This is an optimization exercise on Yosys and OpenROAD, whose aim is small area, a short achievable clock period and few clock cycles per item, not a production implementation. At most, simulation tests tie the RTL to the original design; equivalence was not proved.

==> exp/ember: inputs <==
## cordic_rot_top
module cordic_rot_top (
    input logic clk,
    input logic rst_n,
    input logic in_valid,
    output logic in_ready,
    input logic signed [15:0] x_start,
    input logic signed [15:0] y_start,
    input logic signed [31:0] angle,
    output logic out_valid,
    input logic out_ready,
    output logic signed [15:0] cosine,
    output logic signed [15:0] sine
);
==> flow/config.mk <==
export PLATFORM = sky130hd
export DESIGN_NAME = cordic_rot_top
export DESIGN_NICKNAME = cordic_rot_top
export VERILOG_FILES = /design/flow/design.v
export SDC_FILE = /design/flow/constraint.sdc
export NUM_CORES = 4
export LEC_CHECK = 0
export ABC_CLOCK_PERIOD_IN_PS = 3000
export CAP_MARGIN = 20
export CORE_MARGIN = 2
export CORE_UTILIZATION = 40
export CTS_CLUSTER_DIAMETER = 100
export CTS_CLUSTER_SIZE = 24
export SETUP_SLACK_MARGIN = 5
export SLEW_MARGIN = 20
==> flow/constraint.sdc <==
create_clock -name core_clock -period 8.5 [get_ports {clk}]
set_input_delay 1.7000 -clock core_clock [delete_from_list [all_inputs] [get_ports {clk}]]
set_output_delay 1.7000 -clock core_clock [all_outputs]
set_load 0.01 [all_outputs]
run.sh (not shown) runs the stock make flow with config.mk's settings and CLKGATE_MAP_FILE= SYNTH_SCRIPT=/design/flow/synth_recipe.tcl, a recipe that flattens the netlist after the stock synthesis.
==> exp/juniper: changes against exp/ember <==
--- a/flow/design.v
+++ b/flow/design.v
@@ -79,20 +79,20 @@
     input  logic [15:0] y_start,
     input  logic [31:0] angle,
     output logic        pv,
     output logic [31:0] res
 );
-    logic [16:0] v;
+    logic [17:0] v;
     always_ff @(posedge clk or negedge rst_n) begin
         if (!rst_n) v[0] <= 1'b0;
         else if (ir) v[0] <= in_valid;
     end
     always_ff @(posedge clk or negedge rst_n) begin
-        if (!rst_n) v[16:1] <= '0;
-        else if (ce) v[16:1] <= v[15:0];
+        if (!rst_n) v[17:1] <= '0;
+        else if (ce) v[17:1] <= v[16:0];
     end
-    assign pv = v[16];
+    assign pv = v[17];
     logic signed [17:0] x_0, y_0;
     cordic_preproc0 u_pre (.x_in(x_start), .y_in(y_start), .q(angle[31:30]), .x0(x_0), .y0(y_0));
     logic [29:0] z_1;
     assign z_1 = {~angle[29], angle[28:0]};
     logic d_0, d_1;
@@ -419,81 +419,56 @@
     always_ff @(posedge clk) if (ce) d_15_r <= d_15;
     logic signed [17:0] x_15_r;
     always_ff @(posedge clk) if (ce) x_15_r <= x_15;
     logic signed [17:0] y_15_r;
     always_ff @(posedge clk) if (ce) y_15_r <= y_15;
+    logic signed [17:0] x_16, y_16;
+    logic signed [17:0] x_15_r_sh, y_15_r_sh;
+    assign x_15_r_sh = x_15_r >>> 15;
+    assign y_15_r_sh = y_15_r >>> 15;
+    logic [18:0] x_16_w, y_16_w;
+    assign x_16_w = {x_15_r, 1'b1} + {(d_15_r ? y_15_r_sh : ~y_15_r_sh), ~d_15_r};
+    assign y_16_w = {y_15_r, 1'b1} + {(d_15_r ? ~x_15_r_sh : x_15_r_sh), d_15_r};
+    assign x_16 = x_16_w[18:1];
+    assign y_16 = y_16_w[18:1];
+    logic signed [17:0] x_16_r;
+    always_ff @(posedge clk) if (ce) x_16_r <= x_16;
+    logic signed [17:0] y_16_r;
+    always_ff @(posedge clk) if (ce) y_16_r <= y_16;
     logic [30:0] c_e;
-    assign c_e = 31'(x_15_r);
+    assign c_e = 31'(x_16_r);
     logic [30:0] c_t [0:5];
     assign c_t[0] = c_e << 14;
     assign c_t[1] = c_e << 12;
     assign c_t[2] = (~c_e) << 9;
     assign c_t[3] = (~c_e) << 6;
     assign c_t[4] = (~c_e) << 3;
     assign c_t[5] = c_e << 1;
-    logic signed [3:0] c_dv;
-    logic signed [17:0] c_o15;
-    assign c_o15 = y_15_r >>> 15;
-    assign c_dv = d_15_r ? 4'(c_o15) : -(4'(c_o15));
-    logic [30:0] c_kd;
-    always_comb begin
-        case (c_dv)
-            -4'sd4: c_kd = 31'h7FFEC918;
-            -4'sd3: c_kd = 31'h7FFF16D2;
-            -4'sd2: c_kd = 31'h7FFF648C;
-            -4'sd1: c_kd = 31'h7FFFB246;
-            4'sd0: c_kd = 31'h0;
-            4'sd1: c_kd = 31'h4DBA;
-            4'sd2: c_kd = 31'h9B74;
-            4'sd3: c_kd = 31'hE92E;
-            4'sd4: c_kd = 31'h136E8;
-            default: c_kd = 31'h0;
-        endcase
-    end
     logic [17:0] c_lo;
-    assign c_lo = 18'(c_t[0][14:0]) + 18'(c_t[1][14:0]) + 18'(c_t[2][14:0]) + 18'(c_t[3][14:0]) + 18'(c_t[4][14:0]) + 18'(c_t[5][14:0]) + 18'(c_kd[14:0]) + 18'd584;
+    assign c_lo = 18'(c_t[0][14:0]) + 18'(c_t[1][14:0]) + 18'(c_t[2][14:0]) + 18'(c_t[3][14:0]) + 18'(c_t[4][14:0]) + 18'(c_t[5][14:0]) + 18'd584;
     logic [15:0] c_ha, c_hb;
     assign c_ha = c_t[0][30:15] + c_t[1][30:15] + c_t[2][30:15];
-    assign c_hb = c_t[3][30:15] + c_t[4][30:15] + c_t[5][30:15] + c_kd[30:15];
+    assign c_hb = c_t[3][30:15] + c_t[4][30:15] + c_t[5][30:15];
     logic [2:0] c_cr;
     logic [15:0] c_har, c_hbr;
     always_ff @(posedge clk) if (ce) begin c_cr <= c_lo[17:15]; c_har <= c_ha; c_hbr <= c_hb; end
     logic [15:0] c_o;
     assign c_o = c_har + c_hbr + 16'(c_cr);
     logic [30:0] s_e;
-    assign s_e = 31'(y_15_r);
+    assign s_e = 31'(y_16_r);
     logic [30:0] s_t [0:5];
     assign s_t[0] = s_e << 14;
     assign s_t[1] = s_e << 12;
     assign s_t[2] = (~s_e) << 9;
     assign s_t[3] = (~s_e) << 6;
     assign s_t[4] = (~s_e) << 3;
     assign s_t[5] = s_e << 1;
-    logic signed [3:0] s_dv;
-    logic signed [17:0] s_o15;
-    assign s_o15 = x_15_r >>> 15;
-    assign s_dv = d_15_r ? -(4'(s_o15)) : 4'(s_o15);
-    logic [30:0] s_kd;
-    always_comb begin
-        case (s_dv)
-            -4'sd4: s_kd = 31'h7FFEC918;
-            -4'sd3: s_kd = 31'h7FFF16D2;
-            -4'sd2: s_kd = 31'h7FFF648C;
-            -4'sd1: s_kd = 31'h7FFFB246;
-            4'sd0: s_kd = 31'h0;
-            4'sd1: s_kd = 31'h4DBA;
-            4'sd2: s_kd = 31'h9B74;
-            4'sd3: s_kd = 31'hE92E;
-            4'sd4: s_kd = 31'h136E8;
-            default: s_kd = 31'h0;
-        endcase
-    end
     logic [17:0] s_lo;
-    assign s_lo = 18'(s_t[0][14:0]) + 18'(s_t[1][14:0]) + 18'(s_t[2][14:0]) + 18'(s_t[3][14:0]) + 18'(s_t[4][14:0]) + 18'(s_t[5][14:0]) + 18'(s_kd[14:0]) + 18'd584;
+    assign s_lo = 18'(s_t[0][14:0]) + 18'(s_t[1][14:0]) + 18'(s_t[2][14:0]) + 18'(s_t[3][14:0]) + 18'(s_t[4][14:0]) + 18'(s_t[5][14:0]) + 18'd584;
     logic [15:0] s_ha, s_hb;
     assign s_ha = s_t[0][30:15] + s_t[1][30:15] + s_t[2][30:15];
-    assign s_hb = s_t[3][30:15] + s_t[4][30:15] + s_t[5][30:15] + s_kd[30:15];
+    assign s_hb = s_t[3][30:15] + s_t[4][30:15] + s_t[5][30:15];
     logic [2:0] s_cr;
     logic [15:0] s_har, s_hbr;
     always_ff @(posedge clk) if (ce) begin s_cr <= s_lo[17:15]; s_har <= s_ha; s_hbr <= s_hb; end
     logic [15:0] s_o;
     assign s_o = s_har + s_hbr + 16'(s_cr);
==> comparison table <==
	exp/ember	exp/juniper
Area taken by multi-input logic gates	49600 um2	49100 um2
Mean number of vias per cell	5.40	5.35
CP dominant cell by count	sky130_fd_sc_hd__o21ai_2	sky130_fd_sc_hd__fa_1
Number of distinct library cells after synthesis	91	96
Worst setup startpoint	u_rot.x_15_r[16]	u_rot.y_16_r[4]
Iteration count of the initial detailed-routing pass	5	6
Outcome	complete, no violations	complete, no violations
Buffers, non-clock	435	233
Antenna violations before repair	2	1
Die ar.	211000 um2	214000 um2
Number of multi-input combinational cells	6190	6282
Pre-CTS setup slack	2.31 ns	4.08 ns
Buffering stage count on the worst path with inverters included	3	2
Met2 track utilization from global routing	30.3%	29.3%
Post-CTS resize count	262	76
Testbench counts of exp/juniper, summed over its fixed seeds: cycles 16,152, items 16,000.
Only the layout flow was run in exp/ember; the RTL was not checked for function there.

## separate check: timing with driven ports
No port has a modelled driver above. Below, the same layouts with a new extraction and two added sets of constraints.
Step 1 assumes that a clkbuf_16 drives the clock port and a buf_2 every other input.
Step 2 moves the port delays by t, midway between the first and last clock arrival at a register: inputs arrive t later, outputs are due t later. That takes back most of the time a late clock gives input paths.
Three values: ideal ports, drivers, drivers and shift; two values: the first two.
| run | shift t [ns] | setup WS [ns] | slew at the worst register clock pin (ns) | worst slew at a driven data input, ns |
|---|---|---|---|---|
| exp/ember | 0.837 | 3.674 / 3.674 / 3.674 | 0.10 / 0.10 | 0.09 |
| exp/juniper | 0.829 | 5.002 / 5.002 / 4.422 | 0.10 / 0.10 | 0.07 |
After both steps every run listed still meets setup and hold. For exp/juniper, which loses most, drivers alone change the setup slack by 0.000 ns; drivers and shift together by -0.580 ns.
